What follows belongs to an exercise in optimizing a design on an open flow for small area, a short achievable clock period and few clock cycles; a production flow would make more cautious choices. RTL that was checked went through simulation tests only; none was proved equivalent to the original. The RTL of run 2 was laid out without a check of its function. Power figures rest on the tool's default switching activity, not on a simulated workload.

==> flow/design.v, too long to show whole: its modules and the start of the top module <==
// module booth_multiplier: 1328 lines
// module bm_gpn: 6 lines
// module bm_gpp: 6 lines
// module bm_gn: 5 lines
// module bm_gp: 5 lines
// module bm_fa: 6 lines
module booth_multiplier(clk, reset_n, multiplier, multiplicand, op_start, op_clear, op_done, result);
  // ...
==> flow/flow/run.sh <==
#!/bin/bash
# The standard synthesis and layout, with the port buffers the standard flow's flow adds made from
# sky130_fd_sc_hd__buf_2 instead of the cell buffer_ports picks by itself.
set -euo pipefail
bash standard.sh synth > synth.log 2>&1
export BUFFER_PORTS_ARGS="-buffer_cell sky130_fd_sc_hd__buf_2"
bash standard.sh > layout.log 2>&1
==> flow/standard.sh <==
#!/bin/bash
# synth_recipe.tcl (not shown) runs the flow's synth.tcl, then flattens the netlist and writes it again
# the make line also repeats each setting of config.mk as NAME=value (left out here)
make -C /OpenROAD-flow-scripts/flow DESIGN_CONFIG=/design/flow/config.mk WORK_HOME=/design/flow/orfs CLKGATE_MAP_FILE= SYNTH_SCRIPT=/design/flow/synth_recipe.tcl "${@:-finish}"
==> flow/config.mk <==
export PLATFORM = sky130hd
export DESIGN_NAME = booth_multiplier
export DESIGN_NICKNAME = booth_multiplier
export VERILOG_FILES = /design/flow/design.v
export SDC_FILE = /design/flow/constraint.sdc
export NUM_CORES = 4
export LEC_CHECK = 0
export ABC_CLOCK_PERIOD_IN_PS = 2500
export CAP_MARGIN = 20
export CORE_MARGIN = 2
export CORE_UTILIZATION = 50
export PLACE_DENSITY = 0.65
export SETUP_SLACK_MARGIN = 2.5
export SLEW_MARGIN = 20
export SYNTH_HIERARCHICAL = 1
==> flow/constraint.sdc <==
create_clock -name core_clock -period 5.5 [get_ports {clk}]
set_input_delay 1.1000 -clock core_clock [delete_from_list [all_inputs] [get_ports {clk}]]
set_output_delay 1.1000 -clock core_clock [all_outputs]
set_load 0.01 [all_outputs]
==> flow_summary_export.csv, run 1 <==
group,metric,value,unit
floorplan,fp.dieH,216.2,um
cells_and_area,layout-drive-gt1-share,27.64,%
drt,num_vias,17750,
drt,ant_nets,0,
yosys,yosys-top-cells-count,"324 x xnor2_1, 259 x fa_1, 253 x a22oi_1",
cells_and_area,final_nets,2833,
sta,fin_worst_skew,0.02463,ns
global_route,grt_pass1_wl,105400,um
sta,period_share,53.79,%
cells_and_area,nClkBuffers,32,
cells_and_area,multi_input_area_share,63.11,%
yosys,postSynthAreaPerCell,9.944,um2
cells_and_area,n_antenna_cell,12,
yosys,yosys-top-cells-area,"fa_1 23%, dfxtp_1 14%, xnor2_1 13%",
cells_and_area,top_regs,"S x66, rlo x64, C x63",
place,dp_hpwl,47840,um
sta,hold_slack,0.3259,ns
cells_and_area,register_area,0.005259,mm2
cells_and_area,final_cell_area,0.02541,mm2
place,placed_cells,2882,
sta,rsz0062_at_grt,"false",
critical_path,worst_setup_path_end_kind,"flop",
sta,fmaxAchievable,338.0,MHz
yosys,ys_types,60,
clock_network,insertion_delay,0.57,ns
yosys,synth_edf_count,64,
global_route,grt_max_degree,96,
drt,dr.pass1.iters,6,
drt,drc,0,
yosys,seq_area_frac_synth,23.15,%
critical_path,crit_fanout,24,
power,p_switching,6.757,mW
drt,wl_met2,32210,um
critical_path,worstRegToRegCells,7,
power,p_leak,10.26,nW
critical_path,r2r_start,"two[0]$_DFF_P_",
cells_and_area,final_cell_mix,"321 x xnor2_1, 260 x buf_2, 236 x fa_1",
outcome,status,"complete, no violations",
critical_path,worst_path_dominant_cell_family,"adder cells",
critical_path,cp_cell_sequence,"buf_6, a22oi_1, xnor2_1, fa_1, fa_1, fa_1, and3_1",
yosys,synth.most_common_cell,"xnor2_1",
yosys,synth-adder-area-share,27.35,%
Testbench counts, summed over its fixed seeds: cycles 4,224.
==> run 2: changes to the inputs <==
--- a/flow/design.v
+++ b/flow/design.v
@@ -4,16 +4,17 @@
 	output op_done;
 	output [127:0] result;
 	reg run, done;
 	reg [3:0] cnt;
 	reg [3:0] one, two, neg;  
 	reg [65:0] S, C;         
 	reg [7:0] L0, L1;       
 	reg lc;                    
+	reg g;                     
 	reg [63:0] rlo;            
 	assign op_done = done;
 	assign result = {S[63:0], rlo};
 	wire last = (cnt == 4'd8);
 	wire step = run & ~last;
 	always @(posedge clk or negedge reset_n) begin
 		if (!reset_n) begin
 			run <= 1'b0;
@@ -54,513 +55,513 @@
 	assign pp1[65] = ~pp1[64];
 	wire [65:0] pp2;
 	assign pp2[64:0] = (({65{one[2]}} & ae) | ({65{two[2]}} & ae1[64:0])) ^ {65{neg[2]}};
 	assign pp2[65] = ~pp2[64];
 	wire [65:0] pp3;
 	assign pp3[64:0] = (({65{one[3]}} & ae) | ({65{two[3]}} & ae1[64:0])) ^ {65{neg[3]}};
 	assign pp3[65] = ~pp3[64];
 	wire fs0, fc0;
-	bm_fa u_fa0(.a(neg[0]), .b(S[0]), .c(C[0]), .s(fs0), .co(fc0));
+	bm_fa u_fa0(.a(neg[0]), .b(Se[0]), .c(Ce[0]), .s(fs0), .co(fc0));
 	wire fs1, fc1;
-	bm_fa u_fa1(.a(S[1]), .b(C[1]), .c(pp0[1]), .s(fs1), .co(fc1));
+	bm_fa u_fa1(.a(Se[1]), .b(Ce[1]), .c(pp0[1]), .s(fs1), .co(fc1));
 	wire fs2, fc2;
-	bm_fa u_fa2(.a(neg[1]), .b(S[2]), .c(C[2]), .s(fs2), .co(fc2));
+	bm_fa u_fa2(.a(neg[1]), .b(Se[2]), .c(Ce[2]), .s(fs2), .co(fc2));
 	wire fs3, fc3;
 	bm_fa u_fa3(.a(pp0[2]), .b(pp1[0]), .c(fs2), .s(fs3), .co(fc3));
 	wire fs4, fc4;
-	bm_fa u_fa4(.a(S[3]), .b(C[3]), .c(pp0[3]), .s(fs4), .co(fc4));
+	bm_fa u_fa4(.a(Se[3]), .b(Ce[3]), .c(pp0[3]), .s(fs4), .co(fc4));
 	wire fs5, fc5;
 	bm_fa u_fa5(.a(pp1[1]), .b(fc2), .c(fc3), .s(fs5), .co(fc5));
 	wire fs6, fc6;
-	bm_fa u_fa6(.a(neg[2]), .b(S[4]), .c(C[4]), .s(fs6), .co(fc6));
+	bm_fa u_fa6(.a(neg[2]), .b(Se[4]), .c(Ce[4]), .s(fs6), .co(fc6));
 	wire fs7, fc7;
 	bm_fa u_fa7(.a(pp0[4]), .b(pp1[2]), .c(pp2[0]), .s(fs7), .co(fc7));
 	wire fs8, fc8;
 	bm_fa u_fa8(.a(fs6), .b(fc4), .c(fs7), .s(fs8), .co(fc8));
 	wire fs9, fc9;
-	bm_fa u_fa9(.a(S[5]), .b(C[5]), .c(pp0[5]), .s(fs9), .co(fc9));
+	bm_fa u_fa9(.a(Se[5]), .b(Ce[5]), .c(pp0[5]), .s(fs9), .co(fc9));
 	wire fs10, fc10;
 	bm_fa u_fa10(.a(pp1[3]), .b(pp2[1]), .c(fc6), .s(fs10), .co(fc10));
 	wire fs11, fc11;
 	bm_fa u_fa11(.a(fc7), .b(fs9), .c(fs10), .s(fs11), .co(fc11));
 	wire fs12, fc12;
-	bm_fa u_fa12(.a(neg[3]), .b(S[6]), .c(C[6]), .s(fs12), .co(fc12));
+	bm_fa u_fa12(.a(neg[3]), .b(Se[6]), .c(Ce[6]), .s(fs12), .co(fc12));
 	wire fs13, fc13;
 	bm_fa u_fa13(.a(pp0[6]), .b(pp1[4]), .c(pp2[2]), .s(fs13), .co(fc13));
 	wire fs14, fc14;
 	bm_fa u_fa14(.a(pp3[0]), .b(fs12), .c(fc9), .s(fs14), .co(fc14));
 	wire fs15, fc15;
 	bm_fa u_fa15(.a(fc10), .b(fs13), .c(fc11), .s(fs15), .co(fc15));
 	wire fs16, fc16;
-	bm_fa u_fa16(.a(S[7]), .b(C[7]), .c(pp0[7]), .s(fs16), .co(fc16));
+	bm_fa u_fa16(.a(Se[7]), .b(Ce[7]), .c(pp0[7]), .s(fs16), .co(fc16));
 	wire fs17, fc17;
 	bm_fa u_fa17(.a(pp1[5]), .b(pp2[3]), .c(pp3[1]), .s(fs17), .co(fc17));
 	wire fs18, fc18;
 	bm_fa u_fa18(.a(fc12), .b(fc13), .c(fs16), .s(fs18), .co(fc18));
 	wire fs19, fc19;
 	bm_fa u_fa19(.a(fs17), .b(fc14), .c(fs18), .s(fs19), .co(fc19));
 	wire fs20, fc20;
-	bm_fa u_fa20(.a(S[8]), .b(C[8]), .c(pp0[8]), .s(fs20), .co(fc20));
+	bm_fa u_fa20(.a(Se[8]), .b(Ce[8]), .c(pp0[8]), .s(fs20), .co(fc20));
 	wire fs21, fc21;
 	bm_fa u_fa21(.a(pp1[6]), .b(pp2[4]), .c(pp3[2]), .s(fs21), .co(fc21));
 	wire fs22, fc22;
 	bm_fa u_fa22(.a(fc16), .b(fc17), .c(fs20), .s(fs22), .co(fc22));
 	wire fs23, fc23;
 	bm_fa u_fa23(.a(fs21), .b(fc18), .c(fs22), .s(fs23), .co(fc23));
 	wire fs24, fc24;
-	bm_fa u_fa24(.a(S[9]), .b(C[9]), .c(pp0[9]), .s(fs24), .co(fc24));
+	bm_fa u_fa24(.a(Se[9]), .b(Ce[9]), .c(pp0[9]), .s(fs24), .co(fc24));
 	wire fs25, fc25;
 	bm_fa u_fa25(.a(pp1[7]), .b(pp2[5]), .c(pp3[3]), .s(fs25), .co(fc25));
 	wire fs26, fc26;
 	bm_fa u_fa26(.a(fc20), .b(fc21), .c(fs24), .s(fs26), .co(fc26));
 	wire fs27, fc27;
 	bm_fa u_fa27(.a(fs25), .b(fc22), .c(fs26), .s(fs27), .co(fc27));
 	wire fs28, fc28;
-	bm_fa u_fa28(.a(S[10]), .b(C[10]), .c(pp0[10]), .s(fs28), .co(fc28));
+	bm_fa u_fa28(.a(Se[10]), .b(Ce[10]), .c(pp0[10]), .s(fs28), .co(fc28));
 	wire fs29, fc29;
 	bm_fa u_fa29(.a(pp1[8]), .b(pp2[6]), .c(pp3[4]), .s(fs29), .co(fc29));
 	wire fs30, fc30;
 	bm_fa u_fa30(.a(fc24), .b(fc25), .c(fs28), .s(fs30), .co(fc30));
 	wire fs31, fc31;
 	bm_fa u_fa31(.a(fs29), .b(fc26), .c(fs30), .s(fs31), .co(fc31));
 	wire fs32, fc32;
-	bm_fa u_fa32(.a(S[11]), .b(C[11]), .c(pp0[11]), .s(fs32), .co(fc32));
+	bm_fa u_fa32(.a(Se[11]), .b(Ce[11]), .c(pp0[11]), .s(fs32), .co(fc32));
 	wire fs33, fc33;
 	bm_fa u_fa33(.a(pp1[9]), .b(pp2[7]), .c(pp3[5]), .s(fs33), .co(fc33));
 	wire fs34, fc34;
 	bm_fa u_fa34(.a(fc28), .b(fc29), .c(fs32), .s(fs34), .co(fc34));
 	wire fs35, fc35;
 	bm_fa u_fa35(.a(fs33), .b(fc30), .c(fs34), .s(fs35), .co(fc35));
 	wire fs36, fc36;
-	bm_fa u_fa36(.a(S[12]), .b(C[12]), .c(pp0[12]), .s(fs36), .co(fc36));
+	bm_fa u_fa36(.a(Se[12]), .b(Ce[12]), .c(pp0[12]), .s(fs36), .co(fc36));
 	wire fs37, fc37;
 	bm_fa u_fa37(.a(pp1[10]), .b(pp2[8]), .c(pp3[6]), .s(fs37), .co(fc37));
 	wire fs38, fc38;
 	bm_fa u_fa38(.a(fc32), .b(fc33), .c(fs36), .s(fs38), .co(fc38));
 	wire fs39, fc39;
 	bm_fa u_fa39(.a(fs37), .b(fc34), .c(fs38), .s(fs39), .co(fc39));
 	wire fs40, fc40;
-	bm_fa u_fa40(.a(S[13]), .b(C[13]), .c(pp0[13]), .s(fs40), .co(fc40));
+	bm_fa u_fa40(.a(Se[13]), .b(Ce[13]), .c(pp0[13]), .s(fs40), .co(fc40));
 	wire fs41, fc41;
 	bm_fa u_fa41(.a(pp1[11]), .b(pp2[9]), .c(pp3[7]), .s(fs41), .co(fc41));
 	wire fs42, fc42;
 	bm_fa u_fa42(.a(fc36), .b(fc37), .c(fs40), .s(fs42), .co(fc42));
 	wire fs43, fc43;
 	bm_fa u_fa43(.a(fs41), .b(fc38), .c(fs42), .s(fs43), .co(fc43));
 	wire fs44, fc44;
-	bm_fa u_fa44(.a(S[14]), .b(C[14]), .c(pp0[14]), .s(fs44), .co(fc44));
+	bm_fa u_fa44(.a(Se[14]), .b(Ce[14]), .c(pp0[14]), .s(fs44), .co(fc44));
 	wire fs45, fc45;
 	bm_fa u_fa45(.a(pp1[12]), .b(pp2[10]), .c(pp3[8]), .s(fs45), .co(fc45));
 	wire fs46, fc46;
 	bm_fa u_fa46(.a(fc40), .b(fc41), .c(fs44), .s(fs46), .co(fc46));
 	wire fs47, fc47;
 	bm_fa u_fa47(.a(fs45), .b(fc42), .c(fs46), .s(fs47), .co(fc47));
 	wire fs48, fc48;
-	bm_fa u_fa48(.a(S[15]), .b(C[15]), .c(pp0[15]), .s(fs48), .co(fc48));
+	bm_fa u_fa48(.a(Se[15]), .b(Ce[15]), .c(pp0[15]), .s(fs48), .co(fc48));
 	wire fs49, fc49;
 	bm_fa u_fa49(.a(pp1[13]), .b(pp2[11]), .c(pp3[9]), .s(fs49), .co(fc49));
 	wire fs50, fc50;
 	bm_fa u_fa50(.a(fc44), .b(fc45), .c(fs48), .s(fs50), .co(fc50));
 	wire fs51, fc51;
 	bm_fa u_fa51(.a(fs49), .b(fc46), .c(fs50), .s(fs51), .co(fc51));
 	wire fs52, fc52;
-	bm_fa u_fa52(.a(S[16]), .b(C[16]), .c(pp0[16]), .s(fs52), .co(fc52));
+	bm_fa u_fa52(.a(Se[16]), .b(Ce[16]), .c(pp0[16]), .s(fs52), .co(fc52));
 	wire fs53, fc53;
 	bm_fa u_fa53(.a(pp1[14]), .b(pp2[12]), .c(pp3[10]), .s(fs53), .co(fc53));
 	wire fs54, fc54;
 	bm_fa u_fa54(.a(fc48), .b(fc49), .c(fs52), .s(fs54), .co(fc54));
 	wire fs55, fc55;
 	bm_fa u_fa55(.a(fs53), .b(fc50), .c(fs54), .s(fs55), .co(fc55));
 	wire fs56, fc56;
-	bm_fa u_fa56(.a(S[17]), .b(C[17]), .c(pp0[17]), .s(fs56), .co(fc56));
+	bm_fa u_fa56(.a(Se[17]), .b(Ce[17]), .c(pp0[17]), .s(fs56), .co(fc56));
 	wire fs57, fc57;
 	bm_fa u_fa57(.a(pp1[15]), .b(pp2[13]), .c(pp3[11]), .s(fs57), .co(fc57));
 	wire fs58, fc58;
 	bm_fa u_fa58(.a(fc52), .b(fc53), .c(fs56), .s(fs58), .co(fc58));
 	wire fs59, fc59;
 	bm_fa u_fa59(.a(fs57), .b(fc54), .c(fs58), .s(fs59), .co(fc59));
 	wire fs60, fc60;
-	bm_fa u_fa60(.a(S[18]), .b(C[18]), .c(pp0[18]), .s(fs60), .co(fc60));
+	bm_fa u_fa60(.a(Se[18]), .b(Ce[18]), .c(pp0[18]), .s(fs60), .co(fc60));
 	wire fs61, fc61;
 	bm_fa u_fa61(.a(pp1[16]), .b(pp2[14]), .c(pp3[12]), .s(fs61), .co(fc61));
 	wire fs62, fc62;
 	bm_fa u_fa62(.a(fc56), .b(fc57), .c(fs60), .s(fs62), .co(fc62));
 	wire fs63, fc63;
 	bm_fa u_fa63(.a(fs61), .b(fc58), .c(fs62), .s(fs63), .co(fc63));
 	wire fs64, fc64;
-	bm_fa u_fa64(.a(S[19]), .b(C[19]), .c(pp0[19]), .s(fs64), .co(fc64));
+	bm_fa u_fa64(.a(Se[19]), .b(Ce[19]), .c(pp0[19]), .s(fs64), .co(fc64));
 	wire fs65, fc65;
 	bm_fa u_fa65(.a(pp1[17]), .b(pp2[15]), .c(pp3[13]), .s(fs65), .co(fc65));
 	wire fs66, fc66;
 	bm_fa u_fa66(.a(fc60), .b(fc61), .c(fs64), .s(fs66), .co(fc66));
 	wire fs67, fc67;
 	bm_fa u_fa67(.a(fs65), .b(fc62), .c(fs66), .s(fs67), .co(fc67));
 	wire fs68, fc68;
-	bm_fa u_fa68(.a(S[20]), .b(C[20]), .c(pp0[20]), .s(fs68), .co(fc68));
+	bm_fa u_fa68(.a(Se[20]), .b(Ce[20]), .c(pp0[20]), .s(fs68), .co(fc68));
 	wire fs69, fc69;
 	bm_fa u_fa69(.a(pp1[18]), .b(pp2[16]), .c(pp3[14]), .s(fs69), .co(fc69));
 	wire fs70, fc70;
 	bm_fa u_fa70(.a(fc64), .b(fc65), .c(fs68), .s(fs70), .co(fc70));
 	wire fs71, fc71;
 	bm_fa u_fa71(.a(fs69), .b(fc66), .c(fs70), .s(fs71), .co(fc71));
 	wire fs72, fc72;
-	bm_fa u_fa72(.a(S[21]), .b(C[21]), .c(pp0[21]), .s(fs72), .co(fc72));
+	bm_fa u_fa72(.a(Se[21]), .b(Ce[21]), .c(pp0[21]), .s(fs72), .co(fc72));
 	wire fs73, fc73;
 	bm_fa u_fa73(.a(pp1[19]), .b(pp2[17]), .c(pp3[15]), .s(fs73), .co(fc73));
 	wire fs74, fc74;
 	bm_fa u_fa74(.a(fc68), .b(fc69), .c(fs72), .s(fs74), .co(fc74));
 	wire fs75, fc75;
 	bm_fa u_fa75(.a(fs73), .b(fc70), .c(fs74), .s(fs75), .co(fc75));
 	wire fs76, fc76;
-	bm_fa u_fa76(.a(S[22]), .b(C[22]), .c(pp0[22]), .s(fs76), .co(fc76));
+	bm_fa u_fa76(.a(Se[22]), .b(Ce[22]), .c(pp0[22]), .s(fs76), .co(fc76));
 	wire fs77, fc77;
 	bm_fa u_fa77(.a(pp1[20]), .b(pp2[18]), .c(pp3[16]), .s(fs77), .co(fc77));
 	wire fs78, fc78;
 	bm_fa u_fa78(.a(fc72), .b(fc73), .c(fs76), .s(fs78), .co(fc78));
 	wire fs79, fc79;
 	bm_fa u_fa79(.a(fs77), .b(fc74), .c(fs78), .s(fs79), .co(fc79));
 	wire fs80, fc80;
-	bm_fa u_fa80(.a(S[23]), .b(C[23]), .c(pp0[23]), .s(fs80), .co(fc80));
+	bm_fa u_fa80(.a(Se[23]), .b(Ce[23]), .c(pp0[23]), .s(fs80), .co(fc80));
 	wire fs81, fc81;
 	bm_fa u_fa81(.a(pp1[21]), .b(pp2[19]), .c(pp3[17]), .s(fs81), .co(fc81));
 	wire fs82, fc82;
 	bm_fa u_fa82(.a(fc76), .b(fc77), .c(fs80), .s(fs82), .co(fc82));
 	wire fs83, fc83;
 	bm_fa u_fa83(.a(fs81), .b(fc78), .c(fs82), .s(fs83), .co(fc83));
 	wire fs84, fc84;
-	bm_fa u_fa84(.a(S[24]), .b(C[24]), .c(pp0[24]), .s(fs84), .co(fc84));
+	bm_fa u_fa84(.a(Se[24]), .b(Ce[24]), .c(pp0[24]), .s(fs84), .co(fc84));
 	wire fs85, fc85;
 	bm_fa u_fa85(.a(pp1[22]), .b(pp2[20]), .c(pp3[18]), .s(fs85), .co(fc85));
 	wire fs86, fc86;
 	bm_fa u_fa86(.a(fc80), .b(fc81), .c(fs84), .s(fs86), .co(fc86));
 	wire fs87, fc87;
 	bm_fa u_fa87(.a(fs85), .b(fc82), .c(fs86), .s(fs87), .co(fc87));
 	wire fs88, fc88;
-	bm_fa u_fa88(.a(S[25]), .b(C[25]), .c(pp0[25]), .s(fs88), .co(fc88));
+	bm_fa u_fa88(.a(Se[25]), .b(Ce[25]), .c(pp0[25]), .s(fs88), .co(fc88));
 	wire fs89, fc89;
 	bm_fa u_fa89(.a(pp1[23]), .b(pp2[21]), .c(pp3[19]), .s(fs89), .co(fc89));
 	wire fs90, fc90;
 	bm_fa u_fa90(.a(fc84), .b(fc85), .c(fs88), .s(fs90), .co(fc90));
 	wire fs91, fc91;
 	bm_fa u_fa91(.a(fs89), .b(fc86), .c(fs90), .s(fs91), .co(fc91));
 	wire fs92, fc92;
-	bm_fa u_fa92(.a(S[26]), .b(C[26]), .c(pp0[26]), .s(fs92), .co(fc92));
+	bm_fa u_fa92(.a(Se[26]), .b(Ce[26]), .c(pp0[26]), .s(fs92), .co(fc92));
 	wire fs93, fc93;
 	bm_fa u_fa93(.a(pp1[24]), .b(pp2[22]), .c(pp3[20]), .s(fs93), .co(fc93));
 	wire fs94, fc94;
 	bm_fa u_fa94(.a(fc88), .b(fc89), .c(fs92), .s(fs94), .co(fc94));
 	wire fs95, fc95;
 	bm_fa u_fa95(.a(fs93), .b(fc90), .c(fs94), .s(fs95), .co(fc95));
 	wire fs96, fc96;
-	bm_fa u_fa96(.a(S[27]), .b(C[27]), .c(pp0[27]), .s(fs96), .co(fc96));
+	bm_fa u_fa96(.a(Se[27]), .b(Ce[27]), .c(pp0[27]), .s(fs96), .co(fc96));
 	wire fs97, fc97;
 	bm_fa u_fa97(.a(pp1[25]), .b(pp2[23]), .c(pp3[21]), .s(fs97), .co(fc97));
 	wire fs98, fc98;
 	bm_fa u_fa98(.a(fc92), .b(fc93), .c(fs96), .s(fs98), .co(fc98));
 	wire fs99, fc99;
 	bm_fa u_fa99(.a(fs97), .b(fc94), .c(fs98), .s(fs99), .co(fc99));
 	wire fs100, fc100;
-	bm_fa u_fa100(.a(S[28]), .b(C[28]), .c(pp0[28]), .s(fs100), .co(fc100));
+	bm_fa u_fa100(.a(Se[28]), .b(Ce[28]), .c(pp0[28]), .s(fs100), .co(fc100));
 	wire fs101, fc101;
 	bm_fa u_fa101(.a(pp1[26]), .b(pp2[24]), .c(pp3[22]), .s(fs101), .co(fc101));
 	wire fs102, fc102;
 	bm_fa u_fa102(.a(fc96), .b(fc97), .c(fs100), .s(fs102), .co(fc102));
 	wire fs103, fc103;
 	bm_fa u_fa103(.a(fs101), .b(fc98), .c(fs102), .s(fs103), .co(fc103));
 	wire fs104, fc104;
-	bm_fa u_fa104(.a(S[29]), .b(C[29]), .c(pp0[29]), .s(fs104), .co(fc104));
+	bm_fa u_fa104(.a(Se[29]), .b(Ce[29]), .c(pp0[29]), .s(fs104), .co(fc104));
 	wire fs105, fc105;
 	bm_fa u_fa105(.a(pp1[27]), .b(pp2[25]), .c(pp3[23]), .s(fs105), .co(fc105));
 	wire fs106, fc106;
 	bm_fa u_fa106(.a(fc100), .b(fc101), .c(fs104), .s(fs106), .co(fc106));
 	wire fs107, fc107;
 	bm_fa u_fa107(.a(fs105), .b(fc102), .c(fs106), .s(fs107), .co(fc107));
 	wire fs108, fc108;
-	bm_fa u_fa108(.a(S[30]), .b(C[30]), .c(pp0[30]), .s(fs108), .co(fc108));
+	bm_fa u_fa108(.a(Se[30]), .b(Ce[30]), .c(pp0[30]), .s(fs108), .co(fc108));
 	wire fs109, fc109;
 	bm_fa u_fa109(.a(pp1[28]), .b(pp2[26]), .c(pp3[24]), .s(fs109), .co(fc109));
 	wire fs110, fc110;
 	bm_fa u_fa110(.a(fc104), .b(fc105), .c(fs108), .s(fs110), .co(fc110));
 	wire fs111, fc111;
 	bm_fa u_fa111(.a(fs109), .b(fc106), .c(fs110), .s(fs111), .co(fc111));
 	wire fs112, fc112;
-	bm_fa u_fa112(.a(S[31]), .b(C[31]), .c(pp0[31]), .s(fs112), .co(fc112));
+	bm_fa u_fa112(.a(Se[31]), .b(Ce[31]), .c(pp0[31]), .s(fs112), .co(fc112));
 	wire fs113, fc113;
 	bm_fa u_fa113(.a(pp1[29]), .b(pp2[27]), .c(pp3[25]), .s(fs113), .co(fc113));
 	wire fs114, fc114;
 	bm_fa u_fa114(.a(fc108), .b(fc109), .c(fs112), .s(fs114), .co(fc114));
 	wire fs115, fc115;
 	bm_fa u_fa115(.a(fs113), .b(fc110), .c(fs114), .s(fs115), .co(fc115));
 	wire fs116, fc116;
-	bm_fa u_fa116(.a(S[32]), .b(C[32]), .c(pp0[32]), .s(fs116), .co(fc116));
+	bm_fa u_fa116(.a(Se[32]), .b(Ce[32]), .c(pp0[32]), .s(fs116), .co(fc116));
 	wire fs117, fc117;
 	bm_fa u_fa117(.a(pp1[30]), .b(pp2[28]), .c(pp3[26]), .s(fs117), .co(fc117));
 	wire fs118, fc118;
 	bm_fa u_fa118(.a(fc112), .b(fc113), .c(fs116), .s(fs118), .co(fc118));
 	wire fs119, fc119;
 	bm_fa u_fa119(.a(fs117), .b(fc114), .c(fs118), .s(fs119), .co(fc119));
 	wire fs120, fc120;
-	bm_fa u_fa120(.a(S[33]), .b(C[33]), .c(pp0[33]), .s(fs120), .co(fc120));
+	bm_fa u_fa120(.a(Se[33]), .b(Ce[33]), .c(pp0[33]), .s(fs120), .co(fc120));
 	wire fs121, fc121;
 	bm_fa u_fa121(.a(pp1[31]), .b(pp2[29]), .c(pp3[27]), .s(fs121), .co(fc121));
 	wire fs122, fc122;
 	bm_fa u_fa122(.a(fc116), .b(fc117), .c(fs120), .s(fs122), .co(fc122));
 	wire fs123, fc123;
 	bm_fa u_fa123(.a(fs121), .b(fc118), .c(fs122), .s(fs123), .co(fc123));
 	wire fs124, fc124;
-	bm_fa u_fa124(.a(S[34]), .b(C[34]), .c(pp0[34]), .s(fs124), .co(fc124));
+	bm_fa u_fa124(.a(Se[34]), .b(Ce[34]), .c(pp0[34]), .s(fs124), .co(fc124));
 	wire fs125, fc125;
 	bm_fa u_fa125(.a(pp1[32]), .b(pp2[30]), .c(pp3[28]), .s(fs125), .co(fc125));
 	wire fs126, fc126;
 	bm_fa u_fa126(.a(fc120), .b(fc121), .c(fs124), .s(fs126), .co(fc126));
 	wire fs127, fc127;
 	bm_fa u_fa127(.a(fs125), .b(fc122), .c(fs126), .s(fs127), .co(fc127));
 	wire fs128, fc128;
-	bm_fa u_fa128(.a(S[35]), .b(C[35]), .c(pp0[35]), .s(fs128), .co(fc128));
+	bm_fa u_fa128(.a(Se[35]), .b(Ce[35]), .c(pp0[35]), .s(fs128), .co(fc128));
 	wire fs129, fc129;
 	bm_fa u_fa129(.a(pp1[33]), .b(pp2[31]), .c(pp3[29]), .s(fs129), .co(fc129));
 	wire fs130, fc130;
 	bm_fa u_fa130(.a(fc124), .b(fc125), .c(fs128), .s(fs130), .co(fc130));
 	wire fs131, fc131;
 	bm_fa u_fa131(.a(fs129), .b(fc126), .c(fs130), .s(fs131), .co(fc131));
 	wire fs132, fc132;
-	bm_fa u_fa132(.a(S[36]), .b(C[36]), .c(pp0[36]), .s(fs132), .co(fc132));
+	bm_fa u_fa132(.a(Se[36]), .b(Ce[36]), .c(pp0[36]), .s(fs132), .co(fc132));
 	wire fs133, fc133;
 	bm_fa u_fa133(.a(pp1[34]), .b(pp2[32]), .c(pp3[30]), .s(fs133), .co(fc133));
 	wire fs134, fc134;
 	bm_fa u_fa134(.a(fc128), .b(fc129), .c(fs132), .s(fs134), .co(fc134));
 	wire fs135, fc135;
 	bm_fa u_fa135(.a(fs133), .b(fc130), .c(fs134), .s(fs135), .co(fc135));
 	wire fs136, fc136;
-	bm_fa u_fa136(.a(S[37]), .b(C[37]), .c(pp0[37]), .s(fs136), .co(fc136));
+	bm_fa u_fa136(.a(Se[37]), .b(Ce[37]), .c(pp0[37]), .s(fs136), .co(fc136));
 	wire fs137, fc137;
 	bm_fa u_fa137(.a(pp1[35]), .b(pp2[33]), .c(pp3[31]), .s(fs137), .co(fc137));
 	wire fs138, fc138;
 	bm_fa u_fa138(.a(fc132), .b(fc133), .c(fs136), .s(fs138), .co(fc138));
 	wire fs139, fc139;
 	bm_fa u_fa139(.a(fs137), .b(fc134), .c(fs138), .s(fs139), .co(fc139));
 	wire fs140, fc140;
-	bm_fa u_fa140(.a(S[38]), .b(C[38]), .c(pp0[38]), .s(fs140), .co(fc140));
+	bm_fa u_fa140(.a(Se[38]), .b(Ce[38]), .c(pp0[38]), .s(fs140), .co(fc140));
 	wire fs141, fc141;
 	bm_fa u_fa141(.a(pp1[36]), .b(pp2[34]), .c(pp3[32]), .s(fs141), .co(fc141));
 	wire fs142, fc142;
 	bm_fa u_fa142(.a(fc136), .b(fc137), .c(fs140), .s(fs142), .co(fc142));
 	wire fs143, fc143;
 	bm_fa u_fa143(.a(fs141), .b(fc138), .c(fs142), .s(fs143), .co(fc143));
 	wire fs144, fc144;
-	bm_fa u_fa144(.a(S[39]), .b(C[39]), .c(pp0[39]), .s(fs144), .co(fc144));
+	bm_fa u_fa144(.a(Se[39]), .b(Ce[39]), .c(pp0[39]), .s(fs144), .co(fc144));
 	wire fs145, fc145;
 	bm_fa u_fa145(.a(pp1[37]), .b(pp2[35]), .c(pp3[33]), .s(fs145), .co(fc145));
 	wire fs146, fc146;
 	bm_fa u_fa146(.a(fc140), .b(fc141), .c(fs144), .s(fs146), .co(fc146));
 	wire fs147, fc147;
 	bm_fa u_fa147(.a(fs145), .b(fc142), .c(fs146), .s(fs147), .co(fc147));
 	wire fs148, fc148;
-	bm_fa u_fa148(.a(S[40]), .b(C[40]), .c(pp0[40]), .s(fs148), .co(fc148));
+	bm_fa u_fa148(.a(Se[40]), .b(Ce[40]), .c(pp0[40]), .s(fs148), .co(fc148));
 	wire fs149, fc149;
 	bm_fa u_fa149(.a(pp1[38]), .b(pp2[36]), .c(pp3[34]), .s(fs149), .co(fc149));
 	wire fs150, fc150;
 	bm_fa u_fa150(.a(fc144), .b(fc145), .c(fs148), .s(fs150), .co(fc150));
 	wire fs151, fc151;
 	bm_fa u_fa151(.a(fs149), .b(fc146), .c(fs150), .s(fs151), .co(fc151));
 	wire fs152, fc152;
-	bm_fa u_fa152(.a(S[41]), .b(C[41]), .c(pp0[41]), .s(fs152), .co(fc152));
+	bm_fa u_fa152(.a(Se[41]), .b(Ce[41]), .c(pp0[41]), .s(fs152), .co(fc152));
 	wire fs153, fc153;
 	bm_fa u_fa153(.a(pp1[39]), .b(pp2[37]), .c(pp3[35]), .s(fs153), .co(fc153));
 	wire fs154, fc154;
 	bm_fa u_fa154(.a(fc148), .b(fc149), .c(fs152), .s(fs154), .co(fc154));
 	wire fs155, fc155;
 	bm_fa u_fa155(.a(fs153), .b(fc150), .c(fs154), .s(fs155), .co(fc155));
 	wire fs156, fc156;
-	bm_fa u_fa156(.a(S[42]), .b(C[42]), .c(pp0[42]), .s(fs156), .co(fc156));
+	bm_fa u_fa156(.a(Se[42]), .b(Ce[42]), .c(pp0[42]), .s(fs156), .co(fc156));
 	wire fs157, fc157;
 	bm_fa u_fa157(.a(pp1[40]), .b(pp2[38]), .c(pp3[36]), .s(fs157), .co(fc157));
 	wire fs158, fc158;
 	bm_fa u_fa158(.a(fc152), .b(fc153), .c(fs156), .s(fs158), .co(fc158));
 	wire fs159, fc159;
 	bm_fa u_fa159(.a(fs157), .b(fc154), .c(fs158), .s(fs159), .co(fc159));
 	wire fs160, fc160;
-	bm_fa u_fa160(.a(S[43]), .b(C[43]), .c(pp0[43]), .s(fs160), .co(fc160));
+	bm_fa u_fa160(.a(Se[43]), .b(Ce[43]), .c(pp0[43]), .s(fs160), .co(fc160));
 	wire fs161, fc161;
 	bm_fa u_fa161(.a(pp1[41]), .b(pp2[39]), .c(pp3[37]), .s(fs161), .co(fc161));
 	wire fs162, fc162;
 	bm_fa u_fa162(.a(fc156), .b(fc157), .c(fs160), .s(fs162), .co(fc162));
 	wire fs163, fc163;
 	bm_fa u_fa163(.a(fs161), .b(fc158), .c(fs162), .s(fs163), .co(fc163));
 	wire fs164, fc164;
-	bm_fa u_fa164(.a(S[44]), .b(C[44]), .c(pp0[44]), .s(fs164), .co(fc164));
+	bm_fa u_fa164(.a(Se[44]), .b(Ce[44]), .c(pp0[44]), .s(fs164), .co(fc164));
 	wire fs165, fc165;
 	bm_fa u_fa165(.a(pp1[42]), .b(pp2[40]), .c(pp3[38]), .s(fs165), .co(fc165));
 	wire fs166, fc166;
 	bm_fa u_fa166(.a(fc160), .b(fc161), .c(fs164), .s(fs166), .co(fc166));
 	wire fs167, fc167;
 	bm_fa u_fa167(.a(fs165), .b(fc162), .c(fs166), .s(fs167), .co(fc167));
 	wire fs168, fc168;
-	bm_fa u_fa168(.a(S[45]), .b(C[45]), .c(pp0[45]), .s(fs168), .co(fc168));
+	bm_fa u_fa168(.a(Se[45]), .b(Ce[45]), .c(pp0[45]), .s(fs168), .co(fc168));
 	wire fs169, fc169;
 	bm_fa u_fa169(.a(pp1[43]), .b(pp2[41]), .c(pp3[39]), .s(fs169), .co(fc169));
 	wire fs170, fc170;
 	bm_fa u_fa170(.a(fc164), .b(fc165), .c(fs168), .s(fs170), .co(fc170));
 	wire fs171, fc171;
 	bm_fa u_fa171(.a(fs169), .b(fc166), .c(fs170), .s(fs171), .co(fc171));
 	wire fs172, fc172;
-	bm_fa u_fa172(.a(S[46]), .b(C[46]), .c(pp0[46]), .s(fs172), .co(fc172));
+	bm_fa u_fa172(.a(Se[46]), .b(Ce[46]), .c(pp0[46]), .s(fs172), .co(fc172));
 	wire fs173, fc173;
 	bm_fa u_fa173(.a(pp1[44]), .b(pp2[42]), .c(pp3[40]), .s(fs173), .co(fc173));
 	wire fs174, fc174;
 	bm_fa u_fa174(.a(fc168), .b(fc169), .c(fs172), .s(fs174), .co(fc174));
 	wire fs175, fc175;
 	bm_fa u_fa175(.a(fs173), .b(fc170), .c(fs174), .s(fs175), .co(fc175));
 	wire fs176, fc176;
-	bm_fa u_fa176(.a(S[47]), .b(C[47]), .c(pp0[47]), .s(fs176), .co(fc176));
+	bm_fa u_fa176(.a(Se[47]), .b(Ce[47]), .c(pp0[47]), .s(fs176), .co(fc176));
 	wire fs177, fc177;
 	bm_fa u_fa177(.a(pp1[45]), .b(pp2[43]), .c(pp3[41]), .s(fs177), .co(fc177));
 	wire fs178, fc178;
 	bm_fa u_fa178(.a(fc172), .b(fc173), .c(fs176), .s(fs178), .co(fc178));
 	wire fs179, fc179;
 	bm_fa u_fa179(.a(fs177), .b(fc174), .c(fs178), .s(fs179), .co(fc179));
 	wire fs180, fc180;
-	bm_fa u_fa180(.a(S[48]), .b(C[48]), .c(pp0[48]), .s(fs180), .co(fc180));
+	bm_fa u_fa180(.a(Se[48]), .b(Ce[48]), .c(pp0[48]), .s(fs180), .co(fc180));
 	wire fs181, fc181;
 	bm_fa u_fa181(.a(pp1[46]), .b(pp2[44]), .c(pp3[42]), .s(fs181), .co(fc181));
 	wire fs182, fc182;
 	bm_fa u_fa182(.a(fc176), .b(fc177), .c(fs180), .s(fs182), .co(fc182));
 	wire fs183, fc183;
 	bm_fa u_fa183(.a(fs181), .b(fc178), .c(fs182), .s(fs183), .co(fc183));
 	wire fs184, fc184;
-	bm_fa u_fa184(.a(S[49]), .b(C[49]), .c(pp0[49]), .s(fs184), .co(fc184));
+	bm_fa u_fa184(.a(Se[49]), .b(Ce[49]), .c(pp0[49]), .s(fs184), .co(fc184));
 	wire fs185, fc185;
 	bm_fa u_fa185(.a(pp1[47]), .b(pp2[45]), .c(pp3[43]), .s(fs185), .co(fc185));
 	wire fs186, fc186;
 	bm_fa u_fa186(.a(fc180), .b(fc181), .c(fs184), .s(fs186), .co(fc186));
 	wire fs187, fc187;
 	bm_fa u_fa187(.a(fs185), .b(fc182), .c(fs186), .s(fs187), .co(fc187));
 	wire fs188, fc188;
-	bm_fa u_fa188(.a(S[50]), .b(C[50]), .c(pp0[50]), .s(fs188), .co(fc188));
+	bm_fa u_fa188(.a(Se[50]), .b(Ce[50]), .c(pp0[50]), .s(fs188), .co(fc188));
 	wire fs189, fc189;
 	bm_fa u_fa189(.a(pp1[48]), .b(pp2[46]), .c(pp3[44]), .s(fs189), .co(fc189));
 	wire fs190, fc190;
 	bm_fa u_fa190(.a(fc184), .b(fc185), .c(fs188), .s(fs190), .co(fc190));
 	wire fs191, fc191;
 	bm_fa u_fa191(.a(fs189), .b(fc186), .c(fs190), .s(fs191), .co(fc191));
 	wire fs192, fc192;
-	bm_fa u_fa192(.a(S[51]), .b(C[51]), .c(pp0[51]), .s(fs192), .co(fc192));
+	bm_fa u_fa192(.a(Se[51]), .b(Ce[51]), .c(pp0[51]), .s(fs192), .co(fc192));
 	wire fs193, fc193;
 	bm_fa u_fa193(.a(pp1[49]), .b(pp2[47]), .c(pp3[45]), .s(fs193), .co(fc193));
 	wire fs194, fc194;
 	bm_fa u_fa194(.a(fc188), .b(fc189), .c(fs192), .s(fs194), .co(fc194));
 	wire fs195, fc195;
 	bm_fa u_fa195(.a(fs193), .b(fc190), .c(fs194), .s(fs195), .co(fc195));
 	wire fs196, fc196;
-	bm_fa u_fa196(.a(S[52]), .b(C[52]), .c(pp0[52]), .s(fs196), .co(fc196));
+	bm_fa u_fa196(.a(Se[52]), .b(Ce[52]), .c(pp0[52]), .s(fs196), .co(fc196));
 	wire fs197, fc197;
 	bm_fa u_fa197(.a(pp1[50]), .b(pp2[48]), .c(pp3[46]), .s(fs197), .co(fc197));
 	wire fs198, fc198;
 	bm_fa u_fa198(.a(fc192), .b(fc193), .c(fs196), .s(fs198), .co(fc198));
 	wire fs199, fc199;
 	bm_fa u_fa199(.a(fs197), .b(fc194), .c(fs198), .s(fs199), .co(fc199));
 	wire fs200, fc200;
-	bm_fa u_fa200(.a(S[53]), .b(C[53]), .c(pp0[53]), .s(fs200), .co(fc200));
+	bm_fa u_fa200(.a(Se[53]), .b(Ce[53]), .c(pp0[53]), .s(fs200), .co(fc200));
 	wire fs201, fc201;
 	bm_fa u_fa201(.a(pp1[51]), .b(pp2[49]), .c(pp3[47]), .s(fs201), .co(fc201));
 	wire fs202, fc202;
 	bm_fa u_fa202(.a(fc196), .b(fc197), .c(fs200), .s(fs202), .co(fc202));
 	wire fs203, fc203;
 	bm_fa u_fa203(.a(fs201), .b(fc198), .c(fs202), .s(fs203), .co(fc203));
 	wire fs204, fc204;
-	bm_fa u_fa204(.a(S[54]), .b(C[54]), .c(pp0[54]), .s(fs204), .co(fc204));
+	bm_fa u_fa204(.a(Se[54]), .b(Ce[54]), .c(pp0[54]), .s(fs204), .co(fc204));
 	wire fs205, fc205;
 	bm_fa u_fa205(.a(pp1[52]), .b(pp2[50]), .c(pp3[48]), .s(fs205), .co(fc205));
 	wire fs206, fc206;
 	bm_fa u_fa206(.a(fc200), .b(fc201), .c(fs204), .s(fs206), .co(fc206));
 	wire fs207, fc207;
 	bm_fa u_fa207(.a(fs205), .b(fc202), .c(fs206), .s(fs207), .co(fc207));
 	wire fs208, fc208;
-	bm_fa u_fa208(.a(S[55]), .b(C[55]), .c(pp0[55]), .s(fs208), .co(fc208));
+	bm_fa u_fa208(.a(Se[55]), .b(Ce[55]), .c(pp0[55]), .s(fs208), .co(fc208));
 	wire fs209, fc209;
 	bm_fa u_fa209(.a(pp1[53]), .b(pp2[51]), .c(pp3[49]), .s(fs209), .co(fc209));
 	wire fs210, fc210;
 	bm_fa u_fa210(.a(fc204), .b(fc205), .c(fs208), .s(fs210), .co(fc210));
 	wire fs211, fc211;
 	bm_fa u_fa211(.a(fs209), .b(fc206), .c(fs210), .s(fs211), .co(fc211));
 	wire fs212, fc212;
-	bm_fa u_fa212(.a(S[56]), .b(C[56]), .c(pp0[56]), .s(fs212), .co(fc212));
+	bm_fa u_fa212(.a(Se[56]), .b(Ce[56]), .c(pp0[56]), .s(fs212), .co(fc212));
 	wire fs213, fc213;
 	bm_fa u_fa213(.a(pp1[54]), .b(pp2[52]), .c(pp3[50]), .s(fs213), .co(fc213));
 	wire fs214, fc214;
 	bm_fa u_fa214(.a(fc208), .b(fc209), .c(fs212), .s(fs214), .co(fc214));
 	wire fs215, fc215;
 	bm_fa u_fa215(.a(fs213), .b(fc210), .c(fs214), .s(fs215), .co(fc215));
 	wire fs216, fc216;
-	bm_fa u_fa216(.a(S[57]), .b(C[57]), .c(pp0[57]), .s(fs216), .co(fc216));
+	bm_fa u_fa216(.a(Se[57]), .b(Ce[57]), .c(pp0[57]), .s(fs216), .co(fc216));
 	wire fs217, fc217;
 	bm_fa u_fa217(.a(pp1[55]), .b(pp2[53]), .c(pp3[51]), .s(fs217), .co(fc217));
 	wire fs218, fc218;
 	bm_fa u_fa218(.a(fc212), .b(fc213), .c(fs216), .s(fs218), .co(fc218));
 	wire fs219, fc219;
 	bm_fa u_fa219(.a(fs217), .b(fc214), .c(fs218), .s(fs219), .co(fc219));
 	wire fs220, fc220;
-	bm_fa u_fa220(.a(S[58]), .b(C[58]), .c(pp0[58]), .s(fs220), .co(fc220));
+	bm_fa u_fa220(.a(Se[58]), .b(Ce[58]), .c(pp0[58]), .s(fs220), .co(fc220));
 	wire fs221, fc221;
 	bm_fa u_fa221(.a(pp1[56]), .b(pp2[54]), .c(pp3[52]), .s(fs221), .co(fc221));
 	wire fs222, fc222;
 	bm_fa u_fa222(.a(fc216), .b(fc217), .c(fs220), .s(fs222), .co(fc222));
 	wire fs223, fc223;
 	bm_fa u_fa223(.a(fs221), .b(fc218), .c(fs222), .s(fs223), .co(fc223));
 	wire fs224, fc224;
-	bm_fa u_fa224(.a(S[59]), .b(C[59]), .c(pp0[59]), .s(fs224), .co(fc224));
+	bm_fa u_fa224(.a(Se[59]), .b(Ce[59]), .c(pp0[59]), .s(fs224), .co(fc224));
 	wire fs225, fc225;
 	bm_fa u_fa225(.a(pp1[57]), .b(pp2[55]), .c(pp3[53]), .s(fs225), .co(fc225));
 	wire fs226, fc226;
 	bm_fa u_fa226(.a(fc220), .b(fc221), .c(fs224), .s(fs226), .co(fc226));
 	wire fs227, fc227;
 	bm_fa u_fa227(.a(fs225), .b(fc222), .c(fs226), .s(fs227), .co(fc227));
 	wire fs228, fc228;
-	bm_fa u_fa228(.a(S[60]), .b(C[60]), .c(pp0[60]), .s(fs228), .co(fc228));
+	bm_fa u_fa228(.a(Se[60]), .b(Ce[60]), .c(pp0[60]), .s(fs228), .co(fc228));
 	wire fs229, fc229;
 	bm_fa u_fa229(.a(pp1[58]), .b(pp2[56]), .c(pp3[54]), .s(fs229), .co(fc229));
 	wire fs230, fc230;
 	bm_fa u_fa230(.a(fc224), .b(fc225), .c(fs228), .s(fs230), .co(fc230));
 	wire fs231, fc231;
 	bm_fa u_fa231(.a(fs229), .b(fc226), .c(fs230), .s(fs231), .co(fc231));
 	wire fs232, fc232;
-	bm_fa u_fa232(.a(S[61]), .b(C[61]), .c(pp0[61]), .s(fs232), .co(fc232));
+	bm_fa u_fa232(.a(Se[61]), .b(Ce[61]), .c(pp0[61]), .s(fs232), .co(fc232));
 	wire fs233, fc233;
 	bm_fa u_fa233(.a(pp1[59]), .b(pp2[57]), .c(pp3[55]), .s(fs233), .co(fc233));
 	wire fs234, fc234;
 	bm_fa u_fa234(.a(fc228), .b(fc229), .c(fs232), .s(fs234), .co(fc234));
 	wire fs235, fc235;
 	bm_fa u_fa235(.a(fs233), .b(fc230), .c(fs234), .s(fs235), .co(fc235));
 	wire fs236, fc236;
-	bm_fa u_fa236(.a(S[62]), .b(C[62]), .c(pp0[62]), .s(fs236), .co(fc236));
+	bm_fa u_fa236(.a(Se[62]), .b(Ce[62]), .c(pp0[62]), .s(fs236), .co(fc236));
 	wire fs237, fc237;
 	bm_fa u_fa237(.a(pp1[60]), .b(pp2[58]), .c(pp3[56]), .s(fs237), .co(fc237));
 	wire fs238, fc238;
 	bm_fa u_fa238(.a(fc232), .b(fc233), .c(fs236), .s(fs238), .co(fc238));
 	wire fs239, fc239;
 	bm_fa u_fa239(.a(fs237), .b(fc234), .c(fs238), .s(fs239), .co(fc239));
 	wire fs240, fc240;
-	bm_fa u_fa240(.a(S[63]), .b(C[63]), .c(pp0[63]), .s(fs240), .co(fc240));
+	bm_fa u_fa240(.a(Se[63]), .b(Ce[63]), .c(pp0[63]), .s(fs240), .co(fc240));
 	wire fs241, fc241;
 	bm_fa u_fa241(.a(pp1[61]), .b(pp2[59]), .c(pp3[57]), .s(fs241), .co(fc241));
 	wire fs242, fc242;
 	bm_fa u_fa242(.a(fc236), .b(fc237), .c(fs240), .s(fs242), .co(fc242));
 	wire fs243, fc243;
 	bm_fa u_fa243(.a(fs241), .b(fc238), .c(fs242), .s(fs243), .co(fc243));
 	wire fs244, fc244;
-	bm_fa u_fa244(.a(S[64]), .b(C[64]), .c(pp0[64]), .s(fs244), .co(fc244));
+	bm_fa u_fa244(.a(Se[64]), .b(Ce[64]), .c(pp0[64]), .s(fs244), .co(fc244));
 	wire fs245, fc245;
 	bm_fa u_fa245(.a(pp1[62]), .b(pp2[60]), .c(pp3[58]), .s(fs245), .co(fc245));
 	wire fs246, fc246;
 	bm_fa u_fa246(.a(fc240), .b(fc241), .c(fs244), .s(fs246), .co(fc246));
 	wire fs247, fc247;
 	bm_fa u_fa247(.a(fs245), .b(fc242), .c(fs246), .s(fs247), .co(fc247));
 	wire fs248, fc248;
-	bm_fa u_fa248(.a(S[65]), .b(C[65]), .c(pp0[65]), .s(fs248), .co(fc248));
+	bm_fa u_fa248(.a(Se[65]), .b(Ce[65]), .c(pp0[65]), .s(fs248), .co(fc248));
 	wire fs249, fc249;
 	bm_fa u_fa249(.a(pp1[63]), .b(pp2[61]), .c(pp3[59]), .s(fs249), .co(fc249));
 	wire fs250, fc250;
 	bm_fa u_fa250(.a(fc244), .b(fc245), .c(fs248), .s(fs250), .co(fc250));
 	wire fs251, fc251;
 	bm_fa u_fa251(.a(fs249), .b(fc246), .c(fs250), .s(fs251), .co(fc251));
 	wire fs252, fc252;
 	assign fs252 = ~(pp1[64] ^ pp2[62]);
@@ -728,23 +729,28 @@
 	assign tS[70] = fs260;
 	assign tC[70] = 1'b0;
 	assign tS[71] = pp3[65];
 	assign tC[71] = fc260;
 	assign tS[72] = 1'b1;
 	assign tC[72] = 1'b0;
 	assign tS[73] = 1'b0;
 	assign tC[73] = 1'b0;
-	wire [8:0] lo = {1'b0, L0} + {1'b0, L1} + {8'b0, lc};
-	wire [71:0] xa = {S[63:0], L0};
-	wire [71:0] xb = {C[63:0], L1};
+	wire [65:0] Se = {S[65] | ~g, S[64:0] & {65{g}}};
+	wire [65:0] Ce = C & {66{g}};
+	wire [7:0] L0e = L0 & {8{g}};
+	wire [7:0] L1e = L1 & {8{g}};
+	wire lce = lc & g;
+	wire [8:0] lo = {1'b0, L0e} + {1'b0, L1e} + {8'b0, lce};
+	wire [71:0] xa = {S[63:0], L0e};
+	wire [71:0] xb = {Ce[63:0], L1e};
 	wire [71:0] xp = xa ^ xb;
 	wire [71:0] xg = xa & xb;
 	wire pg0_1_g, pg0_1_p;
-	bm_gn u_pg0_1(.g1(xg[0]), .p1(xp[0]), .g0(lc), .gn(pg0_1_g));
+	bm_gn u_pg0_1(.g1(xg[0]), .p1(xp[0]), .g0(lce), .gn(pg0_1_g));
 	wire pg0_3_g, pg0_3_p;
 	bm_gpn u_pg0_3(.g1(xg[2]), .p1(xp[2]), .g0(xg[1]), .p0(xp[1]), .gn(pg0_3_g), .pn(pg0_3_p));
 	wire pg0_5_g, pg0_5_p;
 	bm_gpn u_pg0_5(.g1(xg[4]), .p1(xp[4]), .g0(xg[3]), .p0(xp[3]), .gn(pg0_5_g), .pn(pg0_5_p));
 	wire pg0_7_g, pg0_7_p;
 	bm_gpn u_pg0_7(.g1(xg[6]), .p1(xp[6]), .g0(xg[5]), .p0(xp[5]), .gn(pg0_7_g), .pn(pg0_7_p));
 	wire pg0_9_g, pg0_9_p;
 	bm_gpn u_pg0_9(.g1(xg[8]), .p1(xp[8]), .g0(xg[7]), .p0(xp[7]), .gn(pg0_9_g), .pn(pg0_9_p));
@@ -1228,17 +1234,17 @@
 	bm_gn u_pg6_69(.g1(pg2_69_g), .p1(pg2_69_p), .g0(pg5_63_g), .gn(pg6_69_g));
 	wire pg6_70_g, pg6_70_p;
 	bm_gn u_pg6_70(.g1(pg2_70_g), .p1(pg2_70_p), .g0(pg5_63_g), .gn(pg6_70_g));
 	wire pg6_71_g, pg6_71_p;
 	bm_gp u_pg6_71(.gn1(pg2_71_g), .pn1(pg2_71_p), .gn0(iv_65), .g(pg6_71_g));
 	wire pg6_72_g, pg6_72_p;
 	bm_gp u_pg6_72(.gn1(pg3_72_g), .pn1(pg3_72_p), .gn0(iv_65), .g(pg6_72_g));
 	wire [71:0] full;
-	assign full[0] = xp[0] ^ lc;
+	assign full[0] = xp[0] ^ lce;
 	assign full[1] = ~(xp[1] ^ pg0_1_g);
 	assign full[2] = ~(xp[2] ^ pg1_2_g);
 	assign full[3] = xp[3] ^ pg1_3_g;
 	assign full[4] = ~(xp[4] ^ pg2_4_g);
 	assign full[5] = xp[5] ^ pg2_5_g;
 	assign full[6] = xp[6] ^ pg2_6_g;
 	assign full[7] = ~(xp[7] ^ pg2_7_g);
 	assign full[8] = ~(xp[8] ^ pg3_8_g);
@@ -1305,29 +1311,23 @@
 	assign full[69] = ~(xp[69] ^ pg6_69_g);
 	assign full[70] = ~(xp[70] ^ pg6_70_g);
 	assign full[71] = xp[71] ^ pg6_71_g;
 	always @(posedge clk) begin
 		one <= one_n;
 		two <= two_n;
 		neg <= neg_n;
 		cnt <= run ? cnt + {3'b0, ~last} : 4'd0;
-		if (step) begin
-			S <= tS[73:8];
-			C <= tC[73:8];
-			L0 <= tS[7:0];
-			L1 <= tC[7:0];
-			lc <= lo[8];
-		end else begin
-			S <= run ? {2'b00, full[71:8]} : {2'b10, 64'd0};
-			C <= 66'd0;
-			L0 <= 8'd0;
-			L1 <= 8'd0;
-			lc <= 1'b0;
-		end
+		g <= step & ~op_clear;
+		S[65:64] <= tS[73:72];
+		S[63:0] <= step ? tS[71:8] : full[71:8];
+		C <= tC[73:8];
+		L0 <= tS[7:0];
+		L1 <= tC[7:0];
+		lc <= lo[8];
 		if (!done) rlo <= {lo[7:0], rlo[63:8]};
 	end
 endmodule
 module bm_gpn(g1, p1, g0, p0, gn, pn);
 	input g1, p1, g0, p0;
 	output gn, pn;
 	assign gn = ~(g1 | (p1 & g0));
 	assign pn = ~(p1 & p0);
==> flow/flow/run.sh (replaced) <==
#!/bin/bash
# The standard synthesis and layout, with the port buffers the standard flow's flow adds made from
# sky130_fd_sc_hd__buf_1 instead of the cell buffer_ports picks by itself.
set -euo pipefail
bash standard.sh synth > synth.log 2>&1
export BUFFER_PORTS_ARGS="-buffer_cell sky130_fd_sc_hd__buf_1"
bash standard.sh > layout.log 2>&1
==> run 2 against run 1 <==
Compared with the run above:
- cell count grew 1.2%
- critical endpoint is now S[63]$_DFF_P_
- largest cell class unchanged
- highest routed layer unchanged
- worst hold slack lost 0.056 ns
- combinational power is essentially flat
- sequential power grew 7.2%
- maximum frequency shrank 1.6%
- wire length grew 2.1%
- register-to-register slack lost 0.05 ns
- non-clock buffer count grew 5
- clock skew grew 0.022 ns
- still clean on timing, DRC and antenna
==> flow_summary_export.csv, run 2 <==
group,metric,value,unit
cells_and_area,top_regs,"S x64, rlo x64, C x63",
place,gp_congestion,0.9256,
critical_path,worst_path_dominant_cell_family,"compound AO/OA/AOI/OAI gates",
power,pwr-share-seq,21.0,%
place,port-buffer-count,260,
floorplan,coreArea,0.04393,mm2
cells_and_area,area_growth_syn_to_layout,21.26,%
yosys,yosys.area.top_type_share,23.46,%
clock_network,insertion_delay,0.61,ns
critical_path,worstRegToRegCells,15,
drt,m1WireLength,29730,um
yosys,ys_types,58,
power,p_clk_share,13.0,%
drt,met3_length,4782,um
global_route,grt_usage,29.39,%
drt,finalWirelength,69530,um
critical_path,worst_setup_path_end_kind,"flop",
drt,wire_per_inst,23.00,um
outcome,status,"complete, no violations",
clock_network,numCtsBuffers,28,
critical_path,r2r_start,"g$_DFF_P_",
clock_network,hold_buffers,0,
critical_path,crit_arrival,3.50,ns
global_route,gr-total-overflow,0,
power,swShare,45.64,%
power,power,14.92,mW
sta,worst-slew-pin-transition,0.8949,ns
drt,ant_nets,0,
yosys,syn_inst,2221,
floorplan,die-area,0.04591,mm2
cells_and_area,multi_input_area,0.01741,mm2
floorplan,fp-row-count,77,
yosys,synth.most_common_cell,"xnor2_1",
place,placed_cells,2902,
power,combPwrFrac,66.0,%
critical_path,cp_slowest_stage_delay,0.41,ns
drt,dr.pass1.iters,7,
global_route,grt_max_degree,72,
critical_path,cp.buffers_inverters,3,
clock_network,clock_path_buffers,3,
clock_network,cts_num_sinks,227,
global_route,grt_pass1_vias,18130,
sta,setup_viol,0,
critical_path,critical_path_class,"flop to flop",
job,max_cap_violations,0,
cells_and_area,final_nets,2868,
floorplan,io_pins,261,
global_route,grt_pass1_wl,105600,um
place,dp_hpwl,46640,um
floorplan,start_util,50.31,%
sta,fin_worst_skew,0.04695,ns
sta,timing.setup.tns,0,ns
power,internal_power,8.109,mW
power,power.density,556.6,mW/mm2
clock_network,htree_levels,1,
clock_network,cts_root_buffer,"clkbuf_16",
critical_path,cp_cell_sequence,"buf_16, and2_2, ha_4, nand2_1, o21ai_2, a21oi_4, buf_12, o21ai_4, a21oi_2, o21ai_4, inv_2, o21ai_2, xnor2_1, xnor2_1, mux2_2",
critical_path,critPathRequiredTime,5.99,ns
power,ir_worst_vdd,0.3661,mV
min_path,hold_path_class,"input pin to async pin",
cells_and_area,finalNonFillerCells,3023,
yosys,synth-main-ff-cell,"dfxtp_1",
yosys,synth_edf_count,64,
sta,hold_violations,0,
drt,num_vias,17640,
critical_path,crit_fanout,29,
yosys,seq_area_frac_synth,23.50,%
yosys,async_reset_ff_share,0.8811,%
critical_path,r2r-end,"S[63]$_DFF_P_",
drt,avgViaCountPerCell,5.834,
sta,period_share,54.68,%
critical_path,cp-startpoint,"g$_DFF_P_",
floorplan,die_w,214.3,um
yosys,yosys-top-cells-count,"295 x xnor2_1, 259 x fa_1, 253 x a22oi_1",
cells_and_area,nFillCells,3689,
critical_path,cp_slowest_cell,"dfxtp_4",
floorplan,fp.dieH,214.3,um
clock_network,cts_tree,"yes",
cells_and_area,final_common_cell,"xnor2_1",
critical_path,regToRegSetupSlack,2.49,ns
global_route,antenna_found_initial,14,
yosys,synth_seq_cells,227,
cells_and_area,layout-drive-gt1-share,27.96,%
cells_and_area,final_cell_mix,"293 x xnor2_1, 206 x fa_1, 202 x buf_1",
critical_path,start_kind,"flop",
yosys,ys_warn_count,7,
yosys,yosys-top-cells-area,"fa_1 23%, dfxtp_1 15%, xnor2_1 12%",
drt,wl_met2,32400,um
power,p_switching,6.808,mW
cells_and_area,register_area,0.005244,mm2
yosys,postSynthAreaPerCell,9.952,um2
drt,drt_iter0_markers,1309,
sta,final-max-slew-violation-count,0,
yosys,synth_top_cell_by_area,"fa_1",
power,p_leak,9.788,nW
drt,top_layer,"met5",
yosys,netlist_area,0.02210,mm2
sta,slew_headroom,40.34,%
sta,min_period,3.007,ns
clock_network,clkSlewWorstSetupHoldPaths,0.06,ns
drt,drc,0,
sta,rsz0062_at_grt,"true",
sta,fmaxAchievable,332.5,MHz
-- run 2: cell types whose count changed after synthesis, moves of 30 or more --
cell	previous run	this run
and3_1	79	0
a21oi_1	46	76
nand2_1	176	120
a211oi_1	35	5
buf_4	67	5
and2_1	4	145
-- run 2: logic make-up after synthesis --
family | synth area share, %
buffers and inverters | 5.123
adders and majority gates | 27.87
DFF | 23.50
AOI/OAI and AO/OA | 20.38
and+or+nand+nor | 9.114
xor gates and xnor gates | 13.31
muxes | 0.6736
other | 0.01697
-- run 2: timing repair --
item                       4_1_cts  5_1_grt
setup endpoints to repair      129       64
pin swaps                        8       13
gates resized for setup         69       97
hold endpoints to repair         0        0
gates cloned                     0        1
setup buffers                   32       26
-- run 2: per-layer routing --
| layer | GRT usage [%] | up-vias |
|---|---|---|
| li1 | - | 7943 |
| met1 | 40.50 | 8862 |
| met2 | 47.00 | 671 |
| met3 | 5.121 | 155 |
| met4 | 10.00 | 6 |
| met5 | 0 | - |
-- run 2: cell type report --
| cell class | count | area share, % |
|---|---|---|
| multi-input combinational | 1724 | 64.97 |
| clock buffer | 39 | 2.918 |
| sequential | 227 | 19.56 |
| inverter | 82 | 1.190 |
| clock inverter | 13 | 0.6582 |
| timing repair buffer | 336 | 7.843 |
| antenna | 10 | 0.09337 |
| tap | 592 | 2.764 |
-- run 2: stage by stage --
step / setup WS, ns / hold slack (ns) / utilization (%) / cell area, um2
6_report: 2.493 / 0.2696 / 61.01 / 26800
5_1_grt: 2.381 / 0.2629 / 61.00 / 26800
4_1_cts: 2.458 / 0.2432 / 59.42 / 26110
3_5_place_dp: 1.477 / 0.4318 / 55.48 / 24370
3_3_place_gp: 1.522 / 0.4266 / 55.48 / 24370
2_1_floorplan: 2.367 / 0.4990 / - / 24180
-- run 2: worst max-delay path by stage --
stage               endpoint  depth (start not counted)
4_1_cts        S[63]$_DFF_P_                         15
2_1_floorplan  S[53]$_DFF_P_                         14
5_1_grt        S[63]$_DFF_P_                         14
6_report       S[63]$_DFF_P_                         15
3_5_place_dp   S[63]$_DFF_P_                         14
3_3_place_gp   S[63]$_DFF_P_                         14
-- run 2: Yosys stat by module, one instance, submodules excluded --
module            times used  cell area (um2)
bm_gp                     33            5.005
bm_gpn                    87            12.51
booth_multiplier           1            14740
bm_gn                     34            8.758
bm_fa                    257            20.02
bm_gpp                    53            12.51
-- run 2: power groups by stage --
stage / Combinational [mW] / Sequential [mW] / Clock, mW
finish: 9.85 / 3.14 / 1.94
global route: 10.9 / 3.21 / 2.04
CTS: 9.46 / 3.20 / 1.97
detailed placement: 8.79 / 3.45 / 0
global placement: 8.66 / 3.44 / 0
floorplan: 6.50 / 3.04 / 0

-- re-timing with driven ports --
The results above use ideal ports. As a check the final layouts listed here were re-extracted and re-timed, cells and wires unchanged. Step 1 (the two cells are an assumption about what drives the block):
set clk [get_ports {clk}]
set_driving_cell -lib_cell sky130_fd_sc_hd__clkbuf_16 $clk
set_driving_cell -lib_cell sky130_fd_sc_hd__buf_2 [delete_from_list [all_inputs] $clk]
Step 2 adds t to the input delays and takes it off the output delays; t is the mean of the earliest and latest rising clock arrival at the registers after step 1. Input paths then give back, and output paths get back, about the clock's delay inside the block. Three values: no drivers, after step 1, after step 2; two values: the first two.
run | t (ns) | setup slack, ns | worst register clock-pin slew, ns | worst slew at a driven data input, ns | cell pins on the clock port's net
run 1 | 0.610 | 2.542 / 2.514 / 1.904 | 0.07 / 0.07 | 0.11 | 1
run 2 | 0.641 | 2.493 / 2.493 / 1.907 | 0.07 / 0.07 | 0.12 | 1
After both steps setup and hold are still met in every run listed. For run 1, which loses most, drivers alone change the setup slack by -0.028 ns; drivers and shift together by -0.638 ns.
